Background: an optimization exercise with open tools, aiming at small area. Do not read the settings as production practice. RTL that was checked went through simulation tests only; none was proved equivalent to the original. The RTL of run 6 was laid out without a check of its function. The clock cells of runs 4 to 6 come from the design's own scripts or RTL, not from TritonCTS. The flow treats the clock pin as an ideal source. Dropping or thinning the clock tree relies on that and would not hold on a real chip. Power and IR drop assume default switching activity.

===== flow/run.sh =====
#!/bin/bash
# synth_recipe.tcl (not shown) runs the flow's synth.tcl, then flattens the netlist and writes it again
# the make line also repeats each setting of config.mk as NAME=value (left out here)
make -C /OpenROAD-flow-scripts/flow DESIGN_CONFIG=/design/flow/config.mk WORK_HOME=/design/flow/orfs CLKGATE_MAP_FILE= SYNTH_SCRIPT=/design/flow/synth_recipe.tcl finish

===== flow/config.mk =====
export PLATFORM = sky130hd
export DESIGN_NAME = top
export DESIGN_NICKNAME = top
export VERILOG_FILES = /design/flow/design.v
export SDC_FILE = /design/flow/constraint.sdc
export NUM_CORES = 4
export LEC_CHECK = 0
export CAP_MARGIN = 20
export CORE_MARGIN = 2
export CORE_UTILIZATION = 40
export SLEW_MARGIN = 20

===== flow/constraint.sdc =====
create_clock -name core_clock -period 10.0 [get_ports {clk}]
set_input_delay 2.0000 -clock core_clock [delete_from_list [all_inputs] [get_ports {clk}]]
set_output_delay 2.0000 -clock core_clock [all_outputs]
set_load 0.01 [all_outputs]

===== flow/design.v =====
module key(
	input		wire			clk,
	input		wire			rst_n,
	input		wire 			key,
	output		reg				po_key_flag			
	);
parameter	CNT_5ms = 249999;
reg 		key_reg;
reg 		cnt_flag;
reg [31:0]  key_cnt;
always @(posedge clk or negedge rst_n) begin
	if (rst_n==1'b0) begin
		key_reg<='d0;
	end
	else begin 
		key_reg<=key;
	end
end
always @(posedge clk or negedge rst_n) begin
	if (rst_n==1'b0) begin
		key_cnt<='d0;
	end
	else if (key == 1'b1 && key_reg == 1'b0) begin
		key_cnt <= 'd0;
	end
	else if (key == 1'b0 && key_reg == 1'b1) begin
		key_cnt <= 'd0;
	end
	else if(cnt_flag == 'd1)begin
		key_cnt<= key_cnt;
	end
	else if(key==0)begin
		key_cnt<= key_cnt+1'b1;
	end
end
always @(posedge clk or negedge rst_n) begin
	if (rst_n==1'b0) begin
		cnt_flag <= 'd0;
	end
	else if (key == 1'b1 && key_reg == 1'b0) begin
		cnt_flag <= 'd0;
	end
	else if (key_cnt >= CNT_5ms) begin
		cnt_flag <= 'd1;
	end
end
always @(posedge clk or negedge rst_n) begin
	if (rst_n==1'b0) begin
		po_key_flag<='d0;
	end
	else if (key_cnt == CNT_5ms && cnt_flag == 'd0) begin
		po_key_flag<='d1;
	end
	else begin
		po_key_flag<='d0;
	end
end
endmodule
module fsm(
	input		wire		clk,
	input		wire		rst_n,
	input		wire        key1,
	input		wire        key2,
	output		reg [1:0]	po_money					
	);
parameter	ZERO =5'b00001;
parameter	ONE  =5'b00010;
parameter	TWO  =5'b00100;
parameter	THREE=5'b01000;
parameter	FOUR =5'b10000;
reg [4:0]state;
reg 	po_thing;
always @(posedge clk or negedge rst_n) begin
	if (rst_n== 1'b0) begin
		state <= ZERO;
	end
	else  case(state)
		ZERO:
		if(key1 == 1'b1 )begin
			state <= ONE;
		end 
		else  if(key2 == 1'b1)begin
			state <= TWO;
		end
		else begin
			state <= ZERO;
		end
		ONE  :if(key1 == 1'b1)begin
			state<=TWO;
		end 
		else  if(key2 == 1'b1)begin
			state<=THREE;
		end
		else begin
			state<=ONE;
		end 
		TWO  :if(key1 == 1'b1)begin
			state<=THREE;
		end 
		else  if(key2 == 1'b1)begin
			state<=FOUR;
		end
		else begin
			state<=TWO;
		end  
		THREE:if(key1 == 1'b1)begin
			state<=FOUR;
		end 
		else  if(key2 == 1'b1)begin
			state<=ZERO;
		end
		else begin
			state<=THREE;
		end  
		FOUR :if(key1 == 1'b1)begin
			state<=ZERO;
		end 
		else  if(key2 == 1'b1)begin
			state<=ZERO;
		end
		else begin
			state<=FOUR;
		end  
		default state<=ZERO;
	endcase
	end
always @(posedge clk or negedge rst_n) begin
	if (rst_n== 1'b0) begin
		po_money<=2'b00;
	end
	else if(state==THREE&&key2 == 1'b1)begin
		  po_money<=2'b01;
	end
	else if (state==FOUR&&key1 == 1'b1) begin
		  po_money<=2'b01;
	end
	else if(state==FOUR&&key2 == 1'b1)begin
		  po_money<=2'b10;
	end
	else po_money<=2'b00;
end
always @(posedge clk or negedge rst_n) begin
	if (rst_n== 1'b0) begin
		po_thing<='d0;
	end
	else if(state==THREE&&key2 == 1'b1)begin
		  po_thing<=1'd1;
	end
	else if (state==FOUR&&key1 == 1'b1) begin
		  po_thing<=1'd1;
	end
	else if(state==FOUR&&key2 == 1'b1)begin
		  po_thing<=1'd1;
	end
	else begin
		  po_thing<=1'd0;
	end
end
endmodule
module led(
input		wire		    clk,
input		wire		    rst_n,
input		wire[1:0]		flag_sd,	
output		reg [3:0]		led	
	);
parameter	cnt_max=119; 
parameter	cnt_max_1=124; 
reg flag_s;
reg flag_d;
reg [25:0]cnt_25;
reg [5:0]cnt_40;
reg flag_state;
always @(posedge clk or negedge rst_n) begin
	if (rst_n==1'b0) begin
		flag_d<='d0;	
	end
	else if (cnt_40==41 && cnt_25==cnt_max) begin
		flag_d <= 'd0;
	end
	else if (flag_sd == 2'b10) begin
		flag_d <= 1'b1;
	end
	else begin
		flag_d <= flag_d;
	end
end
always @(posedge clk or negedge rst_n) begin
	if (rst_n==1'b0) begin
		flag_s<='d0;	
	end
	else if (cnt_40==39 && cnt_25==cnt_max_1) begin
		flag_s <= 'd0;
		end
	else if (flag_sd ==2'b01) begin
		flag_s <= 1'b1;
	end
	else begin
		flag_s <= flag_s;
	end
end
always @(posedge clk or negedge rst_n) begin
	if (rst_n==1'b0) begin
		cnt_40 <='d0;
	end
	else if(flag_s==1'b1)
	begin 
	if (cnt_40==39 && cnt_25==cnt_max_1) begin
		        cnt_40 <='d0;
		end
	else if(cnt_25==cnt_max_1)begin
		        cnt_40 <=cnt_40 +1'b1;
		end
	end
	else if(flag_d==1'b1)
	begin if (cnt_40==41 && cnt_25==cnt_max) begin
		     cnt_40 <='d0;
		end
	else if(cnt_25==cnt_max)begin
		     cnt_40 <=cnt_40 +1'b1;
		end
	end
end
always @(posedge clk or negedge rst_n) begin
	if (rst_n==1'b0) begin
		cnt_25<='d0;
	end
	else if (flag_s==1'b1) begin
		if(cnt_25==cnt_max_1)
			cnt_25<='d0;
		else 
			cnt_25<=cnt_25+1'b1;
	end
	else if (flag_d==1'b1) begin
		if(cnt_25==cnt_max)
			cnt_25<='d0;
		else 
			cnt_25<=cnt_25+1'b1;
	end
end
always @(posedge clk or negedge rst_n) begin
	if (rst_n==1'b0) begin
		led<=4'b0001;
	end
	else if (flag_s==1'b1 && cnt_25==cnt_max_1) begin
		led<={led[2:0],led[3]};
	end
	else if(flag_d==1'b1&& cnt_25==cnt_max )begin
		 if(flag_state =='d1)begin
			led	<= {led[0],led[3:1]};
		end
		else if(flag_state =='d0)
			led	<= {led[2:0],led[3]};
	end
	else begin
	 	led<=led;
	end
end
always @(posedge clk or negedge rst_n) begin
	if (rst_n==1'b0) begin
		flag_state<='d0;
	end
	else if (led==4'b1000) begin
		flag_state<='d1;
	end
	else if (led==4'b0001) begin
		flag_state<='d0;
	end
	else begin
		flag_state <= flag_state;
	end
end
endmodule
module top(
input		wire		clk,
input		wire		rst_n,
input		wire		key1,
input		wire		key2,	
output		wire [3:0]	led	
	);
wire   [1:0]po_money;
wire   po_key_flag1;
wire   po_key_flag2;
key  inst_key (
			.clk         (clk),
			.rst_n       (rst_n),
			.key         (key1),
			.po_key_flag (po_key_flag1)
		);
key inst_key1 (
			.clk         (clk),
			.rst_n       (rst_n),
			.key         (key2),
			.po_key_flag (po_key_flag2)
		);
fsm inst_fsm (
			.clk      (clk),
			.rst_n    (rst_n),
			.key1     (po_key_flag1),
			.key2     (po_key_flag2),
			.po_money (po_money)
		);
led  inst_led (
			.clk     (clk),
			.rst_n   (rst_n),
			.flag_sd (po_money),
			.led     (led)
		);
endmodule

==> run summary, run 1 <==
instance count of the mapped netlist 650; actual slew at the worst max-slew pin 0.964 ns; average via count per standard cell 5.46; worst hold-check path type reg2reg; Post-CTS Resized 0; pin count of the biggest net entering global routing 65; power density normalized to cell area 156 nW/um^2; sum of overflow across all layers after global routing 0; Critical Path AT 5.26 ns; deepest level of the CTS H-tree 4; fraction of registers with async set/reset 100%; min Tclk post-route 4.96 ns; IR drop worst, VDD 0.000146 V; remaining antenna violation count after routing 0; Worst setup EP type flop; net count of the finished layout 674; Worst slew margin 35.5%; DR WL/cell 14.6 microns; hold violation count in the final report 0; number of setup violations in the final report 0; launching element type of the critical path primary input; n_diodes 0; Root Buffer clkbuf_16; status no timing/DRC/antenna violations; CTS tree yes; Setup Skew between 0.008 and 0.009 ns; EDFF count, synth 0; fmax 202 MHz; first-pass GRT wire length around 22000 microns; Most used DFF post-synth dfrtp_1; RePlAce Congestion 0.810; count of buffers added by post-CTS timing repair for setup 0; routed wire length 12500 microns; required time of the critical path 10.30 ns; nets in the synthesized netlist 666; die width 128 microns; kind of critical path in2reg; First DRT Iteration DRCs 302; mapped cell area a little over 6000 sq um; initial antenna violation count 0; FF+latch count, synth ~120; number of sinks driven by the clock tree between 100 and 150; max-slew violations 0; Period Utilization, post-route 49.6%; initial cell density of the core 40.7%; Fill cells 1431; number of vias in the routed layout approximately 4700; detailed-router iteration count before antenna repair 4; cts bufs inserted 17; RSZ-0062 raised after global routing no; Remaining DRCs 0; biggest fanout along the worst timing path 20; layout-stage area growth over the synthesis result 12.5%; placeable core area 15100 sq um; die height approximately 130 microns; sequential cell area ~2900 sq um; top area cells in the synthesized netlist dfrtp_1, xnor2_1, nor2_1, xor2_1, nand3_1; Leak Pwr roughly 3 nW; row count 45; fraction of final layout cells sized beyond drive strength 1 9.39%; part of the Yosys area used for sequential elements between 40% and 50%; Port-buffer cells 7; largest registers inst_key.key_cnt: 32 flops, inst_key1.key_cnt: 32 flops, inst_led.cnt_25: 26 flops; Netlist cell types 57; placed wire-length estimate 8250 microns; synthesis warning total 3; average cell area after synthesis between 9 and 10 sq um; top-area cell type share of the netlist area 46.3%; GRT Resource Usage Total 16.8%; library cell with the largest summed area after synthesis dfrtp_1; number of buffers on the longest clock path 2; vias in the first global route between 4000 and 5000; ports placed on the boundary 8; hold_ws 0.472 ns; floorplan die area 16400 sq um; max cap viols 0; area of the multi-input gates between 3000 and 4000 sq um; accumulated negative setup slack 0 ns; clk slew on worst S/H paths 0.05 ns; Clk Latency, worst-skew pair 0.42 ns; Post-CTS Hold Fix Bufs 0
[path summary, 6_finish.rpt]
kind / startpoint / cells past startpoint / slack (ns) / to
setup / recovery: key2 / 8 / 5.04 / inst_key1.key_cnt[29]
hold / removal: inst_led.cnt_25[25] / 1 / 0.47 / inst_led.cnt_25[25]
setup reg to reg: inst_key1.key_reg / 6 / 6.83 / inst_key1.key_cnt[29]
hold reg to reg: inst_led.cnt_25[25] / 1 / 0.47 / inst_led.cnt_25[25]
max in group asynchronous: rst_n / 2 / 7.11 / inst_key1.key_cnt[28]
min in group asynchronous: rst_n / 1 / 1.68 / inst_led.cnt_40[2]
[final cells by class]
| type | instances | area share, % |
|---|---|---|
| Multi-Input combinational cell | 489 | 44.1 |
| Sequential cell | 116 | 41.9 |
| Clock buffer | 21 | 6.64 |
| Tap cell | 188 | 3.39 |
| Timing Repair Buffer | 12 | 1.52 |
| Clock inverter | 11 | 1.23 |
| Inverter | 22 | 1.19 |
[metal layers]
layer / share of wire (%) / vias up / GRT usage, %
met3: 3.3 / 24 / 4.88
li1: - / 2320 / -
met4: 1.7 / 0 / 6.79
met1: 47 / 2285 / 21.2
met5: 0 / - / 0
met2: 48 / 65 / 27.2
[worst max-delay path, stage by stage]
cell and delay (ns):
clkdlybuf4s50_1 0.53, inv_1 0.06, ha_1 0.30, a21oi_1 0.56, nand4_1 0.93, nor4_1 0.64, xnor2_1 0.17, nor2_1 0.05
[report_power, final]
group | internal (mW) | total [mW] | leakage [nW] | switching, mW
combinational | 0.00947 | 0.0362 | 1.12 | 0.0267
sequential | 0.476 | 0.483 | 1.60 | 0.00674
clock | 0.350 | 0.562 | 0.272 | 0.212
[cell families (layout without fill, tap and decap cells)]
group	count (synthesis)	count (layout)	share of synthesized area, %
AOI/OAI and AO/OA	74	74	7.13
xor gates and xnor gates	72	72	10.2
adders and majority gates	12	12	2.44
buffers and inverters	45	66	3.21
DFF	116	116	47.2
muxes	11	11	1.95
and+or+nand+nor	320	320	27.9
[stage by stage]
stage | instance area (sq um) | utilization (%) | setup WS [ns] | std cells | power [mW]
2_1_floorplan | 6160 | - | 6.40 | 650 | 0.509
3_3_place_gp | 6380 | 42.1 | 4.81 | 827 | 0.526
3_5_place_dp | 6380 | 42.1 | 4.67 | 827 | 0.528
4_1_cts | 6930 | 45.7 | 5.10 | 859 | 1.10
5_1_grt | 6930 | 45.7 | 4.66 | 859 | 1.12
6_report | 6930 | 45.7 | 5.04 | 859 | 1.08
[layout by cell type (no fill, tap or decap), types with 6 or more instances in the layout]
cell type / count
dfrtp_1: 114
nor2_1: 84
nand2_1: 50
nand3_1: 42
xnor2_1: 37
xor2_1: 35
o21ai_0: 30
nor4_1: 26
nand4_1: 26
inv_1: 22
nor3_1: 20
a21oi_1: 19
and3_1: 18
clkbuf_16: 17
ha_1: 12
and4_1: 9
mux2_2: 8
clkinv_2: 8
or3_1: 6
clkdlybuf4s50_1: 6
buf_4: 6
[synthesized netlist by cell type, drive strengths merged, types with 4 or more instances]
library cell	number
a21oi	19
and2	4
and3	18
and4	9
buf	9
clkbuf	14
dfrtp	114
ha	12
inv	22
mux2	8
nand2	50
nand3	42
nand3b	5
nand4	28
nor2	86
nor3	21
nor3b	5
nor4	31
o21ai	31
or2	5
or3	6
or4	4
xnor2	37
xor2	35
==> run 2, diff against run 1 <==
==> flow/design.v (replaced) <==
module top(
	input  wire       clk,
	input  wire       rst_n,
	input  wire       key1,
	input  wire       key2,
	output wire [3:0] led
);
reg r;
always @(posedge clk or negedge rst_n)
	if (!rst_n) r <= 1'b1;
	else        r <= 1'b0;
localparam [17:0] KPOL  = 18'h2AAAA;
localparam [17:0] KHIGH = 18'h2AAAA;
localparam [17:0] KS1   = 18'h2AAAB;
localparam [17:0] KTHR  = 18'h15E74;
localparam [17:0] KMSK  = 18'h3F7FF;
reg  [17:0] q1, q2;           
wire [17:0] l1 = q1 ^ KPOL;
wire [17:0] l2 = q2 ^ KPOL;
wire        m1 = ((l1 ^ KTHR) & KMSK) == 18'd0;
wire        m2 = ((l2 ^ KTHR) & KMSK) == 18'd0;
wire        k1 = m1 & !r;     
wire        k2 = m2 & !r;
always @(posedge clk) begin
	q1 <= (key1 ? KHIGH : r ? KS1 : m1 ? 18'd0 : {l1[16:0], l1[17] ^ l1[6]}) ^ KPOL;
	q2 <= (key2 ? KHIGH : r ? KS1 : m2 ? 18'd0 : {l2[16:0], l2[17] ^ l2[6]}) ^ KPOL;
end
reg  [2:0] c;                 
wire vend_s = ((c == 3'd3) & k2) | ((c == 3'd4) & k1);
wire vend_d = (c == 3'd4) & k2 & !k1;
always @(posedge clk) begin
	if (r)       c <= 3'd0;
	else if (k1) c <= (c == 3'd4) ? 3'd0 : c + 3'd1;
	else if (k2) c <= (c >= 3'd3) ? 3'd0 : c + 3'd2;
end
reg        rs, rd;            
reg  [6:0] tm;                
reg  [5:0] ns;                
reg  [2:0] j;                 
wire idle   = !rs & !rd;
wire tick_s = rs & (tm == 7'h50);        
wire tick_d = rd & (tm[5:0] == 6'h2a);   
wire tick   = tick_s | tick_d;
wire end_s  = tick_s & ({ns[5:4], ns[2:0]} == 5'b10101);  
wire end_d  = tick_d & (ns[3:0] == 4'b0100);              
always @(posedge clk) begin
	if (idle)      tm <= 7'h20;
	else if (tick) tm <= 7'h00;
	else           tm <= {tm[5:0], ~(tm[6] ^ tm[5])};
	if (idle | tick) ns <= {ns[4:0], ~idle & ~(ns[5] ^ ns[4])};
end
always @(posedge clk or negedge rst_n) begin
	if (!rst_n) begin
		rs <= 1'b0;
		rd <= 1'b0;
		j  <= 3'b000;
	end else begin
		rs <= (rs & !end_s) | vend_s;
		rd <= (rd & !end_d) | vend_d;
		if (tick_s)
			case (j)
				3'b000: j <= 3'b001;
				3'b001: j <= 3'b011;
				3'b011: j <= 3'b111;
				3'b111: j <= 3'b000;
				3'b100: j <= 3'b110;
				default: j <= 3'b111;
			endcase
		else if (tick_d)
			j <= {j[1:0], !j[2]};
	end
end
assign led = {j[2] & j[0], j[1] & !(j[2] & j[0]), !j[1] & (j[0] | j[2]), !j[2] & !j[0]};
endmodule
--- a/flow/config.mk
+++ b/flow/config.mk
@@ -6,4 +6,5 @@
 export NUM_CORES = 4
 export LEC_CHECK = 0
+export ABC_AREA = 1
 export CAP_MARGIN = 20
 export CORE_MARGIN = 2
==> run summary, run 2 <==
status no timing/DRC/antenna violations; die width 78.2 microns (-39%); routed wire length 3700 microns (-70%); cts bufs inserted 9 (-8); placeable core area 5410 sq um (-64%); deepest level of the CTS H-tree 3 (-1); average cell area after synthesis 8.35 sq um (-12%); vias in the first global route 1586 (-66%); net count of the finished layout 291 (-57%); switching share of power 20.2% (-2.5 points); post-layout instance area 2580 sq um (-63%); remaining antenna violation count after routing 0 (unchanged); Post-CTS Resized 0 (unchanged); xor/xnor cell area share of the yosys netlist 0% (-10 points); RePlAce Congestion 0.746 (-7.9%); row count 27 (-40%); number of buffers on the longest clock path 2 (unchanged); floorplan die area 6120 sq um (-63%); top-area cell type share of the netlist area 41.8% (-4.6 points); most frequent standard cell in the layout excluding fill and tap cells nor2_1; combinational group share of total power 2.4% (-0.9 points); First DRT Iteration DRCs 58 (-81%); Synth Area in Compound Gates 7.38% (+0.25 points); number of vias in the routed layout 1624 (-65%); worst hold-check path type reg2reg; nets in the synthesized netlist 273 (-59%); actual slew at the worst max-slew pin 0.503 ns (-0.462 ns); pin count of the biggest net entering global routing 13 (-80%); Most used DFF post-synth dfxtp_1; Post-Synth Adder-Cell Area 2.84% (+0.40 points); largest registers q1: 18 flops, q2: 18 flops, tm: 7 flops; initial antenna violation count 0 (unchanged); fraction of final layout cells sized beyond drive strength 1 10.1% (+0.72 points); Fill cells 540 (-62%); accumulated negative setup slack 0 ns (unchanged); commonest cells after routing, fill and taps aside nor2_1, nand2_1, dfxtp_1; Finished Layout Cells 359 (-58%); layout-stage area growth over the synthesis result 17.2%; required time of the critical path 8.00 ns (-2.30 ns); largest family of logic cells by synthesized area simple AND/OR/NAND/NOR gates; launching element type of the critical path flop; ports placed on the boundary 8 (unchanged); Port-buffer cells 7 (unchanged); top cells by count, synth nor2_1, nand2_1, dfxtp_1, inv_1, a21oi_1; placed wire-length estimate 2590 microns (-69%); total power 0.494 mW (-54%); first-pass GRT wire length 6760 microns (-69%); n_diodes 0 (unchanged); synthesis warning total 1 (-2); GRT Resource Usage Total 14.7% (-2.1 points); top area cells in the synthesized netlist dfxtp_1, nor2_1, edfxtp_1, nand2_1, inv_1; clk slew on worst S/H paths 0.07 ns (+0.02 ns); fraction of registers with async set/reset 10.3% (-90 points); mapped cell area 2200 sq um (-64%); count of buffers added by post-CTS timing repair for setup 0 (unchanged); Leak Pwr 1.17 nW (-61%); power density normalized to cell area 191 nW/um^2 (+23%); clock power share 47.3% (-4.7 points); Net Sw Power 0.0999 mW (-59%); hold violation count in the final report 0 (unchanged); IR drop worst, VDD 0.0000951 V (-35%); RSZ-0062 raised after global routing no; initial cell density of the core 40.8% (+0.13 points); Worst setup EP type output pin; setup slack, reg-to-reg 8.44 ns (+1.61 ns); Root Buffer clkbuf_8; library cell with the largest summed area after synthesis dfxtp_1; Post-CTS Hold Fix Bufs 0 (unchanged); Worst slew margin 66.4% (+31 points); Cell Count Post-Placement 343 (-59%); die height 78.2 microns (-39%); max cap viols 0 (unchanged); most numerous cell in the Yosys netlist nor2_1; number of sinks driven by the clock tree 58 (-50%); Clk Latency, worst-skew pair 0.33 ns (-0.09 ns); number of setup violations in the final report 0 (unchanged); fmax 280 MHz (+39%); Remaining DRCs 0 (unchanged); EDFF count, synth 6 (+6); DR WL/cell 10.3 microns (-29%); max-slew violations 0 (unchanged); FF+latch count, synth 58 (-50%); area fraction in and, or, nand and nor cells after synthesis 25.8% (-2.0 points); instance count of the mapped netlist 264 (-59%); kind of critical path reg2out; multiplexer area fraction after synthesis 0% (-2.0 points); sequential cell fraction of total power 50.3% (+5.6 points); average via count per standard cell 4.52 (-17%); cell-internal power 0.395 mW (-53%); CTS tree yes; Netlist cell types 25 (-56%); Period Utilization, post-route 35.7% (-14 points); min Tclk post-route 3.57 ns (-1.39 ns); placed cell areas 2360 sq um (-63%); biggest fanout along the worst timing path 4 (-80%); Critical Path AT 1.57 ns (-3.69 ns); Setup Skew 0.00751 ns (-0.00106 ns); detailed-router iteration count before antenna repair 4 (unchanged); sum of overflow across all layers after global routing 0 (unchanged); part of the Yosys area used for sequential elements 56.8% (+9.6 points)
==> run 2: cell types whose count changed after synthesis, moves of 30 or more <==
| cell | previous run | this run |
|---|---|---|
| dfrtp_1 | 114 | 5 |
| dfxtp_1 | 0 | 46 |
| nand3_1 | 42 | 12 |
| nor2_1 | 84 | 50 |
| xnor2_1 | 37 | 0 |
| xor2_1 | 35 | 0 |
==> run 2: final cells by class <==
class                      instances  area [sq um]  area share (%)
sequential                        58          1250            48.5
multi-input combinational        165           798            30.9
clock inverter                     5          77.6            3.00
timing repair buffer               7          70.1            2.71
tap                               72          90.1            3.49
inverter                          41           154            5.96
clock buffer                      11           141            5.47
==> run 2: worst max-delay path: stages (launching register included) <==
cell,delay [ns]
dfrtp_1,0.40
nand2_1,0.12
inv_1,0.06
nor2_1,0.12
clkdlybuf4s50_1,0.55
==> run 2: kinds of logic (layout without fill, tap and decap cells) <==
kind of cell	Yosys count	after routing
buffers and inverters	41	64
adders and majority gates	5	5
DFF	58	58
and+or+nand+nor	129	129
AOI/OAI and AO/OA	30	30
other	1	1
==> run 2: path summary, 6_finish.rpt <==
check                        from      to  cells after the start
max                          j[0]  led[2]                      4
min                        q2[11]  q2[12]                      1
max reg2reg                 tm[5]   ns[1]                      4
min reg2reg                q2[11]  q2[12]                      1
max in group asynchronous   rst_n       r                      1
min in group asynchronous   rst_n    j[2]                      1
==> run 2: power by group through the flow <==
stage          combinational (mW)  clock [mW]  sequential [mW]
2_1_floorplan             0.00839           0            0.252
4_1_cts                    0.0123       0.243            0.248
3_3_place_gp               0.0120           0            0.254
6_report                   0.0120       0.234            0.249
3_5_place_dp               0.0122           0            0.253
5_1_grt                    0.0142       0.256            0.249
==> run 2: per-layer routing <==
layer	share of wire (%)	track usage, %	vias to the layer above	wire (microns)
met2	46	22.8	24	1700
li1	-	-	867	-
met3	4.5	8.05	5	168
met5	0	0	-	0
met4	1.6	6.84	0	58
met1	48	16.5	728	1780
==> run 2: metrics by stage <==
step	hold slack (ns)	utilization, %	setup slack (ns)
final	0.386	47.8	6.43
after global routing	0.393	47.8	6.32
after CTS	0.395	47.8	6.40
after detailed placement	0.381	43.8	6.78
after global placement	0.371	43.8	6.82
after floorplan	0.368	-	7.25
==> run 3, diff against run 2 <==
--- a/flow/design.v
+++ b/flow/design.v
@@ -29,9 +29,16 @@
 wire vend_s = ((c == 3'd3) & k2) | ((c == 3'd4) & k1);
 wire vend_d = (c == 3'd4) & k2 & !k1;
-always @(posedge clk) begin
-	if (r)       c <= 3'd0;
-	else if (k1) c <= (c == 3'd4) ? 3'd0 : c + 3'd1;
-	else if (k2) c <= (c >= 3'd3) ? 3'd0 : c + 3'd2;
+reg [2:0] cn;
+always @* begin
+	case (c)
+		3'd0:    cn = k1 ? 3'd1 : k2 ? 3'd2 : 3'd0;
+		3'd1:    cn = k1 ? 3'd2 : k2 ? 3'd3 : 3'd1;
+		3'd2:    cn = k1 ? 3'd3 : k2 ? 3'd4 : 3'd2;
+		3'd3:    cn = k1 ? 3'd4 : k2 ? 3'd0 : 3'd3;
+		default: cn = (k1 | k2) ? 3'd0 : 3'd4;
+	endcase
+	if (r) cn = 3'd0;
 end
+always @(posedge clk) c <= cn;
 reg        rs, rd;            
 reg  [6:0] tm;                
--- a/flow/config.mk
+++ b/flow/config.mk
@@ -6,7 +6,7 @@
 export NUM_CORES = 4
 export LEC_CHECK = 0
-export ABC_AREA = 1
 export CAP_MARGIN = 20
 export CORE_MARGIN = 2
-export CORE_UTILIZATION = 40
+export CORE_UTILIZATION = 60
+export CTS_BUF_LIST = sky130_fd_sc_hd__clkbuf_8
 export SLEW_MARGIN = 20
==> run summary, run 3 <==
Post-CTS Hold Fix Bufs 0 (unchanged); status no timing/DRC/antenna violations; most frequent standard cell in the layout excluding fill and tap cells dfxtp_1; layout-stage area growth over the synthesis result 13.3%; Cell Count Post-Placement 232 (-32%); count of buffers added by post-CTS timing repair for setup 0 (unchanged); die width 61.3 microns (-22%); detailed-router iteration count before antenna repair 4 (unchanged); Remaining DRCs 0 (unchanged); hold violation count in the final report 0 (unchanged); FF+latch count, synth 58 (unchanged); fraction of registers with async set/reset 10.3% (unchanged); number of sinks driven by the clock tree 58 (unchanged); power density normalized to cell area 194 nW/um^2 (+1.1%); Critical Path AT 1.53 ns (-0.04 ns); row count 20 (-26%); average cell area after synthesis 10.6 sq um (+27%); synthesis warning total 1 (unchanged); GRT Resource Usage Total 21.6% (+6.9 points); largest registers q1: 18 flops, q2: 18 flops, tm: 7 flops; IR drop worst, VDD 0.000128 V (+35%); Worst setup EP type output pin; fmax 284 MHz (+1.3%); mapped cell area 1970 sq um (-11%); part of the Yosys area used for sequential elements 63.7% (+6.9 points); Period Utilization, post-route 35.3% (-0.46 points); RePlAce Congestion 0.811 (+8.7%); net count of the finished layout 203 (-30%); EDFF count, synth 6 (unchanged); min Tclk post-route 3.53 ns (-0.0457 ns); Post-CTS Resized 0 (unchanged); Clk Latency, worst-skew pair 0.32 ns (about the same); n_diodes 0 (unchanged); Setup Skew 0.00620 ns (-0.00131 ns); number of setup violations in the final report 0 (unchanged); Leak Pwr 0.912 nW (-22%); RSZ-0062 raised after global routing no; accumulated negative setup slack 0 ns (unchanged); max-slew violations 0 (unchanged); nets in the synthesized netlist 189 (-31%); average via count per standard cell 5.43 (+20%); Worst slew margin 62.7% (-3.7 points); setup slack, reg-to-reg 8.17 ns (-0.27 ns); top cells by count, synth dfxtp_1, nor2_1, a21oi_1, nand2_1; instance count of the mapped netlist 185 (-30%); die height 61.3 microns (-22%); worst hold-check path type reg2reg; deepest level of the CTS H-tree 3 (unchanged); Netlist cell types 41 (+64%); hold_ws 0.384 ns (-0.00173 ns); pin count of the biggest net entering global routing 14 (+1); vias in the first global route 1234 (-22%); DR WL/cell 13.3 microns (+29%); placeable core area 3080 sq um (-43%); biggest fanout along the worst timing path 5 (+1); floorplan die area 3750 sq um (-39%); kind of critical path reg2out; top area cells in the synthesized netlist dfxtp_1, edfxtp_1, dfrtp_1, nor2_1, a21oi_1; sum of overflow across all layers after global routing 0 (unchanged); number of buffers on the longest clock path 2 (unchanged); Most used DFF post-synth dfxtp_1; max cap viols 0 (unchanged); library cell with the largest summed area after synthesis dfxtp_1; CTS tree yes; launching element type of the critical path flop; Finished Layout Cells 245 (-32%); required time of the critical path 8.00 ns (about the same); First DRT Iteration DRCs 81 (+40%); clk slew on worst S/H paths 0.06 ns (about the same); commonest cells after routing, fill and taps aside dfxtp_1, nor2_1, a21oi_1; actual slew at the worst max-slew pin 0.554 ns (+0.0512 ns); ports placed on the boundary 8 (unchanged); initial cell density of the core 63.9% (+23 points); remaining antenna violation count after routing 0 (unchanged); placed wire-length estimate 2290 microns (-12%); routed wire length 3260 microns (-12%); most numerous cell in the Yosys netlist dfxtp_1; cts bufs inserted 9 (unchanged); initial antenna violation count 0 (unchanged); fraction of final layout cells sized beyond drive strength 1 9.45% (-0.65 points); Port-buffer cells 7 (unchanged); top-area cell type share of the netlist area 46.8% (+5.0 points); number of vias in the routed layout 1331 (-18%); Root Buffer clkbuf_8; first-pass GRT wire length 5530 microns (-18%)
run 3: worst paths after layout:
| path | from | endpoint | cells after the start |
|---|---|---|---|
| max | j[2] | led[2] | 4 |
| min | q1[11] | q1[12] | 1 |
| max reg2reg | q2[13] | q2[2] | 5 |
| min reg2reg | q1[11] | q1[12] | 1 |
| max in group asynchronous | rst_n | r | 1 |
| min in group asynchronous | rst_n | j[2] | 1 |
run 3: where the power goes:
| group | internal, mW | total, mW | switching, mW |
|---|---|---|---|
| registers | 0.244 | 0.249 | 0.00526 |
| clock network | 0.0972 | 0.172 | 0.0750 |
| logic | 0.00475 | 0.00989 | 0.00514 |
run 3: logic make-up after synthesis:
| group | count (synthesis) | share of synthesized area (%) |
|---|---|---|
| and+or+nand+nor | 83 | 22.4 |
| AOI/OAI and AO/OA | 28 | 8.46 |
| muxes | 3 | 1.59 |
| buffers and inverters | 8 | 1.91 |
| DFF | 58 | 63.7 |
| xor gates and xnor gates | 4 | 1.78 |
| other | 1 | 0.191 |
run 3: worst max-delay path, cell delays in order, from the launching register on:
cell,delay (ns)
dfrtp_1,0.42
nand2_1,0.10
inv_1,0.05
nor2_1,0.08
clkdlybuf4s50_1,0.54
run 3: routing by layer:
| metal | up-vias | track usage, % | share of wire [%] |
|---|---|---|---|
| li1 | 667 | - | - |
| met2 | 34 | 31.8 | 48 |
| met1 | 625 | 26.1 | 45 |
| met3 | 5 | 10.1 | 4.9 |
| met5 | - | 0 | 0 |
| met4 | 0 | 12.1 | 1.9 |
run 3: layout make-up:
cell class	instances	area, sq um
multi-input cells	119	677
flip-flops and latches	58	1250
repair buffers	7	70.1
fillers	225	850
clock buffers	11	151
inverters	4	15.0
well taps	44	55.1
clock inverters	2	7.51
run 3: metrics by stage:
stage               power, mW  area, sq um  worst slack (ns)  utilization [%]
finish                  0.431         2230              6.47             72.4
CTS                     0.437         2230              6.45             72.4
global placement        0.263         2070              6.74             67.2
global route            0.450         2230              6.39             72.4
detailed placement      0.264         2070              6.72             67.2
floorplan               0.259         1970              7.28                -
==> run 4, diff against run 3 <==
==> flow/flow/run.sh (new file) <==
#!/bin/bash
# Own layout flow: the standard flow, except that
#  - ports get the smallest buffer (buf_1) instead of clkdlybuf4s50_1, and
#  - the clock tree is two clkbuf_16, each driving one placement cluster of
#    registers (flow/clock.tcl), instead of TritonCTS's H-tree with dummy loads.
# Each tool's output goes to a log file in the work folder.
set -euo pipefail
here=$(pwd)
res=$here/orfs/results/$FLOW_PLATFORM/top/base
bash standard.sh BUFFER_PORTS_ARGS="-buffer_cell sky130_fd_sc_hd__buf_1" synth floorplan place > $here/flow_place.log 2>&1
RES=$res CLKBUF=sky130_fd_sc_hd__clkbuf_16 NBUF=2 OUTDIR=$res \
  openroad -no_init -exit $here/flow/clock.tcl > $here/flow_clock.log 2>&1
cp $res/4_1_cts.odb $res/4_cts.odb
bash standard.sh BUFFER_PORTS_ARGS="-buffer_cell sky130_fd_sc_hd__buf_1" finish > $here/flow_finish.log 2>&1
==> flow/flow/clock.tcl (new file) <==
# Replace CTS: the clock port drives NBUF clock buffers, each feeding the
# registers of one placement cluster (k-means on register locations).
set res $::env(RES)
set platform /OpenROAD-flow-scripts/flow/platforms/sky130hd
read_liberty $platform/lib/sky130_fd_sc_hd__tt_025C_1v80.lib
read_db $res/3_place.odb
read_sdc $res/3_place.sdc
source $platform/setRC.tcl
set block [ord::get_db_block]
set clknet [$block findNet clk]
set master [[ord::get_db] findMaster $::env(CLKBUF)]
set k $::env(NBUF)
set pins {}
foreach it [$clknet getITerms] {
  set bb [[$it getInst] getBBox]
  lappend pins [list $it [expr {([$bb xMin] + [$bb xMax]) / 2.0}] [expr {([$bb yMin] + [$bb yMax]) / 2.0}]]
}
set pins [lsort -real -index 1 $pins]
set n [llength $pins]
# initial centres: spread along x
set cx {}; set cy {}
for {set i 0} {$i < $k} {incr i} {
  set p [lindex $pins [expr {int(($i + 0.5) * $n / $k)}]]
  lappend cx [lindex $p 1]; lappend cy [lindex $p 2]
}
for {set iter 0} {$iter < 50} {incr iter} {
  set sx [lrepeat $k 0.0]; set sy [lrepeat $k 0.0]; set cnt [lrepeat $k 0]
  set asg {}
  foreach p $pins {
    set best 0; set bd 1e30
    for {set i 0} {$i < $k} {incr i} {
      set d [expr {abs([lindex $p 1] - [lindex $cx $i]) + abs([lindex $p 2] - [lindex $cy $i])}]
      if {$d < $bd} { set bd $d; set best $i }
    }
    lappend asg $best
    lset sx $best [expr {[lindex $sx $best] + [lindex $p 1]}]
    lset sy $best [expr {[lindex $sy $best] + [lindex $p 2]}]
    lset cnt $best [expr {[lindex $cnt $best] + 1}]
  }
  for {set i 0} {$i < $k} {incr i} {
    if {[lindex $cnt $i] > 0} {
      lset cx $i [expr {[lindex $sx $i] / [lindex $cnt $i]}]
      lset cy $i [expr {[lindex $sy $i] / [lindex $cnt $i]}]
    }
  }
}
for {set i 0} {$i < $k} {incr i} {
  set buf [odb::dbInst_create $block $master clkbuf_$i]
  set out [odb::dbNet_create $block clknet_$i]
  $out setSigType CLOCK
  [$buf findITerm A] connect $clknet
  [$buf findITerm X] connect $out
  $buf setLocation [expr {int([lindex $cx $i])}] [expr {int([lindex $cy $i])}]
  $buf setPlacementStatus PLACED
  lappend outs $out
}
foreach p $pins a $asg {
  set it [lindex $p 0]
  $it disconnect
  $it connect [lindex $outs $a]
}
puts "clock buffers: $k, sinks per buffer: $cnt"
detailed_placement
check_placement -verbose
set_propagated_clock [all_clocks]
estimate_parasitics -placement
report_clock_skew
foreach out $outs {
  set worst 0
  foreach it [$out getITerms] {
    if {[$it isInputSignal]} {
      set pin [get_pins [[$it getInst] getName]/[[$it getMTerm] getName]]
      set s [get_property $pin slew_max]
    }
  }
}
report_check_types -max_slew -max_capacitance -violators
report_worst_slack -min
report_worst_slack -max
foreach it [get_pins -hierarchical */CLK] { foreach e {rise fall} { lappend sl [sta::time_sta_ui [get_property $it slew_max_$e]] } }
puts "max clk pin slew: [lindex [lsort -real $sl] end]"
if {[info exists ::env(OUTDIR)]} {
  write_db $::env(OUTDIR)/4_1_cts.odb
  write_sdc -no_timestamp $::env(OUTDIR)/4_cts.sdc
}
==> flow/standard.sh (new file) <==
#!/bin/bash
# synth_recipe.tcl (not shown) runs the flow's synth.tcl, then flattens the netlist and writes it again
# the make line also repeats each setting of config.mk as NAME=value (left out here)
make -C /OpenROAD-flow-scripts/flow DESIGN_CONFIG=/design/flow/config.mk WORK_HOME=/design/flow/orfs CLKGATE_MAP_FILE= SYNTH_SCRIPT=/design/flow/synth_recipe.tcl "${@:-finish}"
--- a/flow/config.mk
+++ b/flow/config.mk
@@ -9,4 +9,3 @@
 export CORE_MARGIN = 2
 export CORE_UTILIZATION = 60
-export CTS_BUF_LIST = sky130_fd_sc_hd__clkbuf_8
 export SLEW_MARGIN = 20
removed: flow/run.sh
==> run summary, run 4 <==
fraction of registers with async set/reset 10.3% (unchanged); library cell with the largest summed area after synthesis dfxtp_1; average via count per standard cell 5.49 (+1.1%); floorplan die area 3750 sq um (unchanged); xor/xnor cell area share of the yosys netlist 1.78% (unchanged); number of vias in the routed layout 1285 (-3.5%); top-area cell type share of the netlist area 46.8% (unchanged); ports placed on the boundary 8 (unchanged); biggest fanout along the worst timing path 5 (unchanged); detailed-router iteration count before antenna repair 6 (+2); placeable core area 3080 sq um (unchanged); top cells by count, synth dfxtp_1, nor2_1, a21oi_1, nand2_1; Critical Path AT 0.96 ns (-0.57 ns); power density normalized to cell area 167 nW/um^2 (-14%); clk slew on worst S/H paths 0.11 ns (+0.05 ns); Critical R2R Launch q2[16]; max-slew violations 0 (unchanged); layout-stage area growth over the synthesis result 5.53%; Remaining DRCs 0 (unchanged); Post-Synth Adder-Cell Area 0% (unchanged); fmax 338 MHz (+19%); required time of the critical path 8.00 ns (about the same); instance count of the mapped netlist 185 (unchanged); die height 61.3 microns (unchanged); max cap viols 0 (unchanged); die width 61.3 microns (unchanged); mapped cell area 1970 sq um (unchanged); launching element type of the critical path flop; accumulated negative setup slack 0 ns (unchanged); Hold Path Sink q1[12]; most frequent standard cell in the layout excluding fill and tap cells dfxtp_1; RSZ-0062 raised after global routing no; EDFF count, synth 6 (unchanged); FF+latch count, synth 58 (unchanged); Leak Pwr 0.829 nW (-9.1%); First DRT Iteration DRCs 75 (-7.4%); Most used DFF post-synth dfxtp_1; largest family of logic cells by synthesized area simple AND/OR/NAND/NOR gates; Worst Hold Depth 1 (unchanged); sequential cell area 1250 sq um (unchanged); routed wire length 3040 microns (-6.7%); RePlAce Congestion 0.826 (+1.9%); synthesis warning total 1 (unchanged); setup slack, reg-to-reg 8.13 ns (-0.04 ns); net count of the finished layout 196 (-3.4%); area of the multi-input gates 677 sq um (unchanged); source of the worst hold timing path q1[11]; Clk Latency, worst-skew pair 0.17 ns (-0.15 ns); capture point of the worst reg-to-reg path q2[16]; DR WL/cell 13.0 microns (-2.3%); number of setup violations in the final report 0 (unchanged); vias in the first global route 1134 (-8.1%); IR drop worst, VDD 0.000174 V (+35%); Period Utilization, post-route 29.6% (-5.7 points); initial cell density of the core 63.9% (unchanged); Setup Skew 0.0160 ns (+0.00985 ns); Reg2Reg Depth 5 (unchanged); Port-buffer cells 7 (unchanged); top area cells in the synthesized netlist dfxtp_1, edfxtp_1, dfrtp_1, nor2_1, a21oi_1; kind of critical path reg2out; placed wire-length estimate 2200 microns (-3.9%); Worst setup EP type output pin; min Tclk post-route 2.96 ns (-0.566 ns); average cell area after synthesis 10.6 sq um (unchanged); multiplexer area fraction after synthesis 1.59% (unchanged); Worst slew margin 57.1% (-5.6 points); nets in the synthesized netlist 189 (unchanged); most numerous cell in the Yosys netlist dfxtp_1; n_diodes 0 (unchanged); largest registers q1: 18 flops, q2: 18 flops, tm: 7 flops; status no timing/DRC/antenna violations; area fraction in and, or, nand and nor cells after synthesis 22.4% (unchanged); row count 20 (unchanged); commonest cells after routing, fill and taps aside dfxtp_1, nor2_1, a21oi_1; GRT Resource Usage Total 17.0% (-4.5 points); Synth Area in Compound Gates 8.46% (unchanged); Netlist cell types 41 (unchanged); pin count of the biggest net entering global routing 34 (+20); first-pass GRT wire length 4970 microns (-10%); placed cell areas 2030 sq um (-2.1%); worst hold-check path type reg2reg; Fill cells 237 (+5.3%); post-layout instance area 2080 sq um (-6.9%); sum of overflow across all layers after global routing 0 (unchanged); actual slew at the worst max-slew pin 0.638 ns (+0.0837 ns); hold violation count in the final report 0 (unchanged); initial antenna violation count 0 (unchanged); fraction of final layout cells sized beyond drive strength 1 5.26% (-4.2 points); part of the Yosys area used for sequential elements 63.7% (unchanged); remaining antenna violation count after routing 0 (unchanged)
[run 4: kinds of logic (layout without fill, tap and decap cells)]
group,Yosys count,in the layout
flip-flops,58,58
multiplexers,3,3
AO/OA/AOI/OAI,28,28
buffers and inverters,8,13
other,1,1
XOR/XNOR,4,4
AND/OR/NAND/NOR,83,83
[run 4: layout make-up]
cell class / count / share of cell area (%)
Multi-Input combinational cell: 119 / 32.6
Tap cell: 44 / 2.65
Timing Repair Buffer: 7 / 1.27
Inverter: 4 / 0.723
Sequential cell: 58 / 60.3
Buffer: 2 / 2.41
[run 4: how the worst max path moves through the flow]
stage | start | endpoint | slack (ns) | cells after the start
6_report | j[2] | led[2] | 7.04 | 4
3_3_place_gp | key1 | q1[2] | 7.06 | 4
2_1_floorplan | j[0] | led[1] | 7.28 | 2
3_5_place_dp | key1 | q1[12] | 7.04 | 4
5_1_grt | j[2] | led[2] | 6.96 | 4
[run 4: routing by layer]
metal | routed length [microns] | vias up | global-route usage [%] | part of all wire, %
met5 | 0 | - | 0 | 0
met4 | 21 | 0 | 0.932 | 0.69
met3 | 80 | 2 | 1.26 | 2.6
met2 | 1490 | 17 | 32.4 | 49
met1 | 1450 | 613 | 22.2 | 48
li1 | - | 653 | - | -
[run 4: critical path, stage by stage, from the launching register on]
cell and delay [ns]:
dfrtp_1 0.43, nand2_1 0.10, inv_1 0.05, nor2_1 0.08, buf_1 0.15
[run 4: where the power goes]
part | internal (mW) | switching, mW
sequential | 0.243 | 0.00518
clock | 0.0369 | 0.0523
combinational | 0.00399 | 0.00515
total | 0.284 | 0.0626
[run 4: metrics by stage]
step | hold WS, ns | power [mW] | setup WS [ns] | instances | utilization, %
3_3_place_gp | 0.371 | 0.262 | 7.06 | 232 | 65.8
2_1_floorplan | 0.368 | 0.259 | 7.28 | 185 | -
3_5_place_dp | 0.378 | 0.263 | 7.04 | 232 | 65.8
5_1_grt | 0.418 | 0.359 | 6.96 | 234 | 67.4
6_report | 0.397 | 0.347 | 7.04 | 234 | 67.4
==> run 5, diff against run 4 <==
==> flow/flow/run.sh (replaced) <==
#!/bin/bash
# Own layout flow: the standard flow, except that
#  - after the standard synthesis, Yosys/ABC re-maps the combinational logic
#    for area (flow/reopt.ys, flow/reopt.abc); registers are left untouched,
#  - ports get the smallest buffer (buf_1) instead of clkdlybuf4s50_1, and
#  - the clock tree is two clkbuf_16, each driving one placement cluster of
#    registers (flow/clock.tcl), instead of TritonCTS's H-tree with dummy loads.
# Each tool's output goes to a log file in the work folder.
set -euo pipefail
here=$(pwd)
res=$here/orfs/results/$FLOW_PLATFORM/top/base
lib=$FLOW_HOME/platforms/$FLOW_PLATFORM/lib/sky130_fd_sc_hd__tt_025C_1v80.lib
yosys=$(command -v yosys || echo $FLOW_HOME/../tools/install/yosys/bin/yosys)
ports="BUFFER_PORTS_ARGS=-buffer_cell sky130_fd_sc_hd__buf_1"

bash standard.sh "$ports" synth > $here/flow_synth.log 2>&1

cp $res/1_2_yosys.v $here/synth_standard.v
dontuse=$(sed -n '/DONT_USE_CELLS/,/^$/p' $FLOW_HOME/platforms/$FLOW_PLATFORM/config.mk | grep -o 'sky130_fd_sc_hd__[A-Za-z0-9_]*' | sed 's/^/-dont_use /' | tr '\n' ' ')
sed -e "s#@LIB@#$lib#g" -e "s#@IN@#$here/synth_standard.v#" -e "s#@OUT@#$here/synth_reopt.v#g" \
    -e "s#@SCRIPT@#$here/flow/reopt.abc#" -e "s#@DONTUSE@#$dontuse#" $here/flow/reopt.ys > $here/reopt.ys
$yosys -s $here/reopt.ys > $here/flow_reopt.log 2>&1
cp $here/synth_reopt.v $res/1_2_yosys.v

bash standard.sh "$ports" floorplan place > $here/flow_place.log 2>&1
RES=$res CLKBUF=sky130_fd_sc_hd__clkbuf_16 NBUF=2 OUTDIR=$res \
  openroad -no_init -exit $here/flow/clock.tcl > $here/flow_clock.log 2>&1
cp $res/4_1_cts.odb $res/4_cts.odb
bash standard.sh "$ports" finish > $here/flow_finish.log 2>&1
==> flow/flow/reopt.abc (new file) <==
strash
&get -n
&st
&deepsyn -T 30
&put
dch -f
amap
==> flow/flow/reopt.ys (new file) <==
# Re-map the combinational logic of the standard synthesis for area. The
# registers stay as they are (same instances, names and cells).
read_liberty -ignore_miss_func @LIB@
read_verilog @IN@
hierarchy -top top
setattr -mod -set keep_hierarchy 1 sky130_fd_sc_hd__df* sky130_fd_sc_hd__edf* sky130_fd_sc_hd__conb*
flatten
blackbox =sky130_fd_sc_hd__df* =sky130_fd_sc_hd__edf* =sky130_fd_sc_hd__conb*
select -module top
opt_clean top
cd top
abc -liberty @LIB@ @DONTUSE@ -script @SCRIPT@
opt_clean -purge
splitnets
opt_clean -purge
hilomap -singleton -hicell sky130_fd_sc_hd__conb_1 HI -locell sky130_fd_sc_hd__conb_1 LO
insbuf -buf sky130_fd_sc_hd__buf_1 A X
cd
tee -o @OUT@.stat stat -liberty @LIB@
write_verilog -noattr -noexpr -nohex -nodec -selected @OUT@
==> run summary, run 5 <==
GRT Resource Usage Total 17.3% (+0.21 points); accumulated negative setup slack 0 ns (unchanged); nets in the synthesized netlist 190 (+0.53%); Worst setup EP type output pin; sum of overflow across all layers after global routing 0 (unchanged); average cell area after synthesis 9.98 sq um (-6.1%); fraction of final layout cells sized beyond drive strength 1 2.04% (-3.2 points); global routing usage on met3 1.53% (+0.27 points); Period Utilization, post-route 30.1% (+0.48 points); max incr delay on CP 0.43 ns (about the same); Clk Latency, worst-skew pair 0.17 ns (about the same); RePlAce Congestion 0.764 (-7.5%); Critical Path AT 1.01 ns (+0.05 ns); placed wire-length estimate 2170 microns (-1.2%); placed cell areas 1930 sq um (-4.6%); row count 20 (unchanged); hold violation count in the final report 0 (unchanged); clk slew on worst S/H paths 0.11 ns (about the same); cell-internal power 0.284 mW (-0.21%); actual slew at the worst max-slew pin 0.670 ns (+0.0329 ns); floorplan die area 3560 sq um (-5.2%); remaining antenna violation count after routing 0 (unchanged); status no timing/DRC/antenna violations; kind of critical path reg2out; Reg2Reg Depth 8 (+3); instance count of the mapped netlist 186 (+0.54%); Hold Path Sink q1[12]; source of the worst hold timing path q1[11]; CP Cell Sequence nand2_1, clkinv_1, nor2b_1, buf_1; Buffers & Inverters on Critical Path 2 (unchanged); switching share of power 18.2% (+0.12 points); largest registers q1: 18 flops, q2: 18 flops, tm: 7 flops; fmax 332 MHz (-1.6%); max cap viols 0 (unchanged); layout-stage area growth over the synthesis result 6.74%; post-layout instance area 1980 sq um (-4.5%); gate family responsible for the most delay along the worst path flip-flops; worst hold-check path type reg2reg; average via count per standard cell 5.46 (-0.60%); Critical R2R Launch q2[8]; number of vias in the routed layout 1250 (-2.7%); DR WL/cell 12.6 microns (-3.0%); Leak Pwr 0.771 nW (-7.0%); die height 59.6 microns (-2.7%); Critical Path Stages 4 (unchanged); pin count of the biggest net entering global routing 34 (unchanged); n_diodes 0 (unchanged); routed wire length 2890 microns (-5.0%); launching element type of the critical path flop; synthesis warning total 1 (unchanged); number of setup violations in the final report 0 (unchanged); area of the multi-input gates 548 sq um (-19%); Net Sw Power 0.0630 mW (+0.60%); first-pass GRT wire length 4840 microns (-2.7%); commonest cells after routing, fill and taps aside nor2_1, dfxtp_1, a21oi_1; vias in the first global route 1167 (+2.9%); sequential cell fraction of total power 71.5% (-0.2 points); combinational group share of total power 2.6% (about the same); net count of the finished layout 202 (+3.1%); Fill cells 232 (-2.1%); biggest fanout along the worst timing path 5 (unchanged); Worst slew margin 54.9% (-2.2 points); most frequent standard cell in the layout excluding fill and tap cells nor2_1; Port-buffer cells 7 (unchanged); Remaining DRCs 0 (unchanged); met2 demand-to-capacity share in global routing 30.6% (-1.8 points); met1 GRT Util 23.5% (+1.3 points); min Tclk post-route 3.01 ns (+0.0477 ns); clock power share 25.9% (+0.2 points); CP max-delay cell dfrtp_1; capture point of the worst reg-to-reg path c[0]; die width 59.6 microns (-2.7%); ports placed on the boundary 8 (unchanged); sequential cell area 1250 sq um (unchanged); detailed-router iteration count before antenna repair 4 (-2); RSZ-0062 raised after global routing no; placeable core area 3000 sq um (-2.4%); routing layer with the top usage in global route met2; mapped cell area 1860 sq um (-5.6%); Worst Hold Depth 1 (unchanged); total power 0.347 mW (about the same); power density normalized to cell area 175 nW/um^2 (+4.7%); required time of the critical path 8.00 ns (about the same); setup slack, reg-to-reg 7.65 ns (-0.48 ns); initial antenna violation count 0 (unchanged); initial cell density of the core 61.8% (-2.1 points); IR drop worst, VDD 0.000175 V (+0.79%); First DRT Iteration DRCs 48 (-36%); max-slew violations 0 (unchanged); Setup Skew 0.0136 ns (-0.00247 ns)
-- run 5: how the worst max path moves through the flow --
stage / to / from
after global routing: led[2] / j[0]
final: led[2] / j[0]
after detailed placement: q2[5] / key2
after floorplan: led[2] / j[0]
after global placement: led[2] / j[0]
-- run 5: metal layers --
| layer | vias to the layer above | part of all wire [%] |
|---|---|---|
| li1 | 648 | - |
| met1 | 587 | 48 |
| met2 | 13 | 49 |
| met3 | 2 | 2.5 |
| met4 | 0 | 0.69 |
| met5 | - | 0 |
-- run 5: area by class of cell --
| type | count | area share [%] |
|---|---|---|
| multi-input cells | 113 | 27.7 |
| well taps | 33 | 2.08 |
| flip-flops and latches | 58 | 63.2 |
| plain buffers | 2 | 2.53 |
| repair buffers | 8 | 1.70 |
| inverters | 15 | 2.84 |
-- run 5: through the flow --
step           hold slack [ns]  utilization, %  worst slack [ns]  cells
3_5_place_dp             0.381            64.3              7.12    227
2_1_floorplan            0.368               -              7.19    186
5_1_grt                  0.409            66.0              6.87    229
6_report                 0.392            66.0              6.99    229
3_3_place_gp             0.373            64.3              7.19    227
-- run 5: power by group through the flow --
| stage | Clock, mW | Combinational (mW) | Sequential (mW) |
|---|---|---|---|
| 2_1_floorplan | 0 | 0.00650 | 0.252 |
| 3_3_place_gp | 0 | 0.00857 | 0.253 |
| 3_5_place_dp | 0 | 0.00912 | 0.253 |
| 5_1_grt | 0.101 | 0.0106 | 0.249 |
| 6_report | 0.0898 | 0.00892 | 0.248 |
==> run 6, diff against run 5 <==
--- a/flow/design.v
+++ b/flow/design.v
@@ -6,8 +6,9 @@
 	output wire [3:0] led
 );
-reg r;
+reg  rn;
+wire r = !rn;
 always @(posedge clk or negedge rst_n)
-	if (!rst_n) r <= 1'b1;
-	else        r <= 1'b0;
+	if (!rst_n) rn <= 1'b0;
+	else        rn <= rst_n;
 localparam [17:0] KPOL  = 18'h2AAAA;
 localparam [17:0] KHIGH = 18'h2AAAA;
==> flow/flow/run.sh (replaced) <==
#!/bin/bash
# Own layout flow: the standard flow, except that
#  - after the standard synthesis, Yosys/ABC re-maps the combinational logic
#    for area (flow/reopt.ys; several ABC seeds, the smallest result is kept);
#    the registers are left untouched,
#  - ports get the smallest buffer (buf_1) instead of clkdlybuf4s50_1, and
set -euo pipefail
here=$(pwd)
res=$here/orfs/results/$FLOW_PLATFORM/top/base
lib=$FLOW_HOME/platforms/$FLOW_PLATFORM/lib/sky130_fd_sc_hd__tt_025C_1v80.lib
yosys=$(command -v yosys || echo $FLOW_HOME/../tools/install/yosys/bin/yosys)
ports="BUFFER_PORTS_ARGS=-buffer_cell sky130_fd_sc_hd__buf_1"

bash standard.sh "$ports" synth > $here/flow_synth.log 2>&1

# ---- re-map the combinational logic
cp $res/1_2_yosys.v $here/synth_standard.v
dontuse=$(sed -n '/DONT_USE_CELLS/,/^$/p' $FLOW_HOME/platforms/$FLOW_PLATFORM/config.mk | grep -o 'sky130_fd_sc_hd__[A-Za-z0-9_]*' | sed 's/^/-dont_use /' | tr '\n' ' ')
mkdir -p $here/reopt
for s in 1 2 3 4 5 6 7 8; do
  printf 'strash\n&get -n\n&st\n&deepsyn -T 15 -S %s\n&put\ndch -f\namap\n' $s > $here/reopt/s$s.abc
  sed -e "s#@LIB@#$lib#g" -e "s#@IN@#$here/synth_standard.v#" -e "s#@OUT@#$here/reopt/s$s.v#g" \
      -e "s#@SCRIPT@#$here/reopt/s$s.abc#" -e "s#@DONTUSE@#$dontuse#" $here/flow/reopt.ys > $here/reopt/s$s.ys
done
for s in 1 2 3 4 5 6 7 8; do echo $s; done | xargs -P 4 -I{} sh -c "$yosys -s $here/reopt/s{}.ys > $here/flow_reopt_s{}.log 2>&1"
best=""; bestarea=1e30
for s in 1 2 3 4 5 6 7 8; do
  a=$(awk '/Chip area for module/ {print $NF}' $here/reopt/s$s.v.stat | tail -1)
  echo "seed $s: area $a" >> $here/flow_reopt_pick.log
  if [[ -n "$a" ]] && awk -v a=$a -v b=$bestarea 'BEGIN{exit !(a<b)}'; then best=$s; bestarea=$a; fi
done
echo "picked seed $best: area $bestarea" >> $here/flow_reopt_pick.log
cp $here/reopt/s$best.v $res/1_2_yosys.v

# ---- floorplan and placement
bash standard.sh "$ports" floorplan place > $here/flow_place.log 2>&1

# ---- clock buffers
pick=""
for cfg in "buf_12 2" "clkbuf_16 2" "buf_12 3" "clkbuf_16 3" "clkbuf_16 4"; do
  set -- $cfg
  s=$(RES=$res CLKBUF=sky130_fd_sc_hd__$1 NBUF=$2 openroad -no_init -exit $here/flow/clock.tcl 2>&1 \
      | tee -a $here/flow_clock_try.log | awk '/max clk pin slew:/ {print $NF}')
  echo "$cfg: $s" >> $here/flow_clock_pick.log
  if [[ -n "$s" ]] && awk -v s=$s 'BEGIN{exit !(s < 112)}'; then pick=$cfg; break; fi
done
[[ -n "$pick" ]] || pick="clkbuf_16 4"
set -- $pick
echo "picked $pick" >> $here/flow_clock_pick.log
RES=$res CLKBUF=sky130_fd_sc_hd__$1 NBUF=$2 OUTDIR=$res \
  openroad -no_init -exit $here/flow/clock.tcl > $here/flow_clock.log 2>&1
cp $res/4_1_cts.odb $res/4_cts.odb

# ---- routing and final layout
bash standard.sh "$ports" finish > $here/flow_finish.log 2>&1
--- a/flow/flow/clock.tcl
+++ b/flow/flow/clock.tcl
@@ -79,5 +79,5 @@
 report_worst_slack -max
 foreach it [get_pins -hierarchical */CLK] { foreach e {rise fall} { lappend sl [sta::time_sta_ui [get_property $it slew_max_$e]] } }
-puts "max clk pin slew: [lindex [lsort -real $sl] end]"
+puts "max clk pin slew: [format %.2f [expr {[lindex [lsort -real $sl] end] / 1e6}]]"
 if {[info exists ::env(OUTDIR)]} {
   write_db $::env(OUTDIR)/4_1_cts.odb
--- a/flow/config.mk
+++ b/flow/config.mk
@@ -6,6 +6,6 @@
 export NUM_CORES = 4
 export LEC_CHECK = 0
-export CAP_MARGIN = 20
+export CAP_MARGIN = 0
 export CORE_MARGIN = 2
-export CORE_UTILIZATION = 60
-export SLEW_MARGIN = 20
+export CORE_UTILIZATION = 70
+export SLEW_MARGIN = 0
removed: flow/flow/reopt.abc
==> run summary, run 6 <==
Worst slew margin 41.0% (-14 points); launching element type of the critical path flop; most frequent standard cell in the layout excluding fill and tap cells nor2_1; Clk Latency, worst-skew pair 0.17 ns (about the same); IR drop worst, VDD 0.000212 V (+21%); ports placed on the boundary 8 (unchanged); remaining antenna violation count after routing 0 (unchanged); post-layout instance area 1980 sq um (about the same); synthesis warning total 1 (unchanged); max-slew violations 0 (unchanged); placed cell areas 1930 sq um (about the same); n_diodes 0 (unchanged); number of setup violations in the final report 0 (unchanged); sum of overflow across all layers after global routing 0 (unchanged); first element of the critical path j[2]; floorplan die area 3080 sq um (-13%); RePlAce Congestion 0.901 (+18%); net count of the finished layout 201 (-0.50%); initial cell density of the core 74.4% (+13 points); die height 55.5 microns (-6.9%); clk slew on worst S/H paths 0.11 ns (about the same); layout-stage area growth over the synthesis result 6.53%; power density normalized to cell area 175 nW/um^2 (-0.22%); instance count of the mapped netlist 185 (-0.54%); status no timing/DRC/antenna violations; required time of the critical path 8.00 ns (about the same); die width 55.5 microns (-6.9%); routed wire length 3100 microns (+7.3%); Finished Layout Cells 225 (-1.7%); placeable core area 2500 sq um (-17%); placed wire-length estimate 2320 microns (+6.9%); detailed-router iteration count before antenna repair 4 (unchanged); Port-buffer cells 7 (unchanged); biggest fanout along the worst timing path 3 (-2); source of the worst hold timing path q1[11]; first-pass GRT wire length 5310 microns (+9.7%); actual slew at the worst max-slew pin 0.876 ns (+0.206 ns); average cell area after synthesis 10.1 sq um (+0.68%); Setup Skew 0.0252 ns (+0.0116 ns); mapped cell area 1860 sq um (+0.13%); Critical Path AT 0.96 ns (-0.05 ns); initial antenna violation count 0 (unchanged); First DRT Iteration DRCs 63 (+31%); nets in the synthesized netlist 189 (-0.53%); largest registers q1: 18 flops, q2: 18 flops, tm: 7 flops; number of vias in the routed layout 1273 (+1.8%); Worst setup EP type output pin; kind of critical path reg2out; worst hold-check path type reg2reg; commonest cells after routing, fill and taps aside nor2_1, dfxtp_1, a21oi_1; Cell Count Post-Placement 223 (-1.8%); vias in the first global route 1231 (+5.5%); Fill cells 166 (-28%); hold violation count in the final report 0 (unchanged); Final Util 79.2% (+13 points); total power 0.346 mW (-0.28%); fmax 338 MHz (+1.5%); GRT Resource Usage Total 20.6% (+3.3 points); max cap viols 0 (unchanged); row count 18 (-10%); DR WL/cell 13.8 microns (+9.2%); Period Utilization, post-route 29.6% (-0.46 points); Critical R2R Launch q2[8]; accumulated negative setup slack 0 ns (unchanged); pin count of the biggest net entering global routing 36 (+5.9%); RSZ-0062 raised after global routing no; min Tclk post-route 2.96 ns (-0.0455 ns); Leak Pwr 0.771 nW (about the same); Remaining DRCs 0 (unchanged); fraction of final layout cells sized beyond drive strength 1 1.54% (-0.50 points); average via count per standard cell 5.66 (+3.7%)
-- run 6: layer usage --
metal  global-route usage, %  wire length, microns  up-vias  share of wire [%]
li1                        -                     -      650                  -
met1                    27.7                  1430      595                 46
met2                    36.6                  1540       23                 50
met3                    1.64                    87        5                2.8
met4                    4.18                    41        0                1.3
met5                       0                     0        -                  0
-- run 6: where the power goes --
part	switching [mW]	internal [mW]
Combinational	0.00572	0.00346
Clock	0.0515	0.0369
Sequential	0.00499	0.243
Total	0.0622	0.284
-- run 6: critical path: stages, from the launching register on --
cell	delay, ns
dfrtp_1	0.41
nor2_1	0.19
nor2_1	0.08
buf_1	0.13
-- run 6: worst paths after layout --
path / end / slack, ns / cells after the start
min in group asynchronous: j[0] / 1.70 / 1
worst min-delay path: q1[12] / 0.39 / 1
worst min register to register: q1[12] / 0.39 / 1
worst max-delay path: led[1] / 7.04 / 3
worst max register to register: c[0] / 7.45 / 8
max in group asynchronous: rn / 8.07 / 1
-- run 6: cell type report --
| class | instances | area, sq um | share of cell area [%] |
|---|---|---|---|
| multi-input cells | 110 | 544 | 27.5 |
| inverters | 17 | 63.8 | 3.22 |
| repair buffers | 8 | 33.8 | 1.71 |
| flip-flops and latches | 58 | 1250 | 63.2 |
| well taps | 30 | 37.5 | 1.90 |
| plain buffers | 2 | 50.0 | 2.53 |
-- run 6: through the flow --
stage	worst slack (ns)	hold slack (ns)
finish	7.04	0.391
floorplan	7.24	0.368
global route	6.98	0.400
detailed placement	7.11	0.373
global placement	7.21	0.369

## what the ideal ports hide
In the flow no input, the clock included, has a driving cell. The finished layouts below were timed again as built, in two steps.
Step 1 sets driving cells, clkbuf_16 on the clock port and buf_2 on the other inputs (assumed; they add their load-dependent delay and slew).
Step 2 moves the port delays by t, midway between the first and last clock arrival at a register: inputs arrive t later, outputs are due t later. That takes back most of the time a late clock gives input paths.
Slacks: ideal / step 1 / step 2; pairs: ideal / step 1.
run	t (ns)	slack for setup (ns)	worst register clock-pin slew, ns	worst slew at a driven data input, ns
run 1	0.458	5.040 / 5.060 / 4.603	0.05 / 0.05	0.03
run 2	0.352	6.428 / 6.402 / 6.755	0.07 / 0.07	0.03
run 3	0.345	6.474 / 6.446 / 6.721	0.06 / 0.06	0.03
run 4	0.203	7.040 / 6.996 / 7.053	0.11 / 0.11	0.03
run 5	0.202	6.992 / 6.949 / 7.123	0.11 / 0.11	0.03
run 6	0.202	7.038 / 6.994 / 7.111	0.11 / 0.11	0.03
After both steps every run listed still meets setup and hold. The setup slack of run 1, which loses most, moves by +0.020 ns with the drivers and by -0.437 ns with both steps.
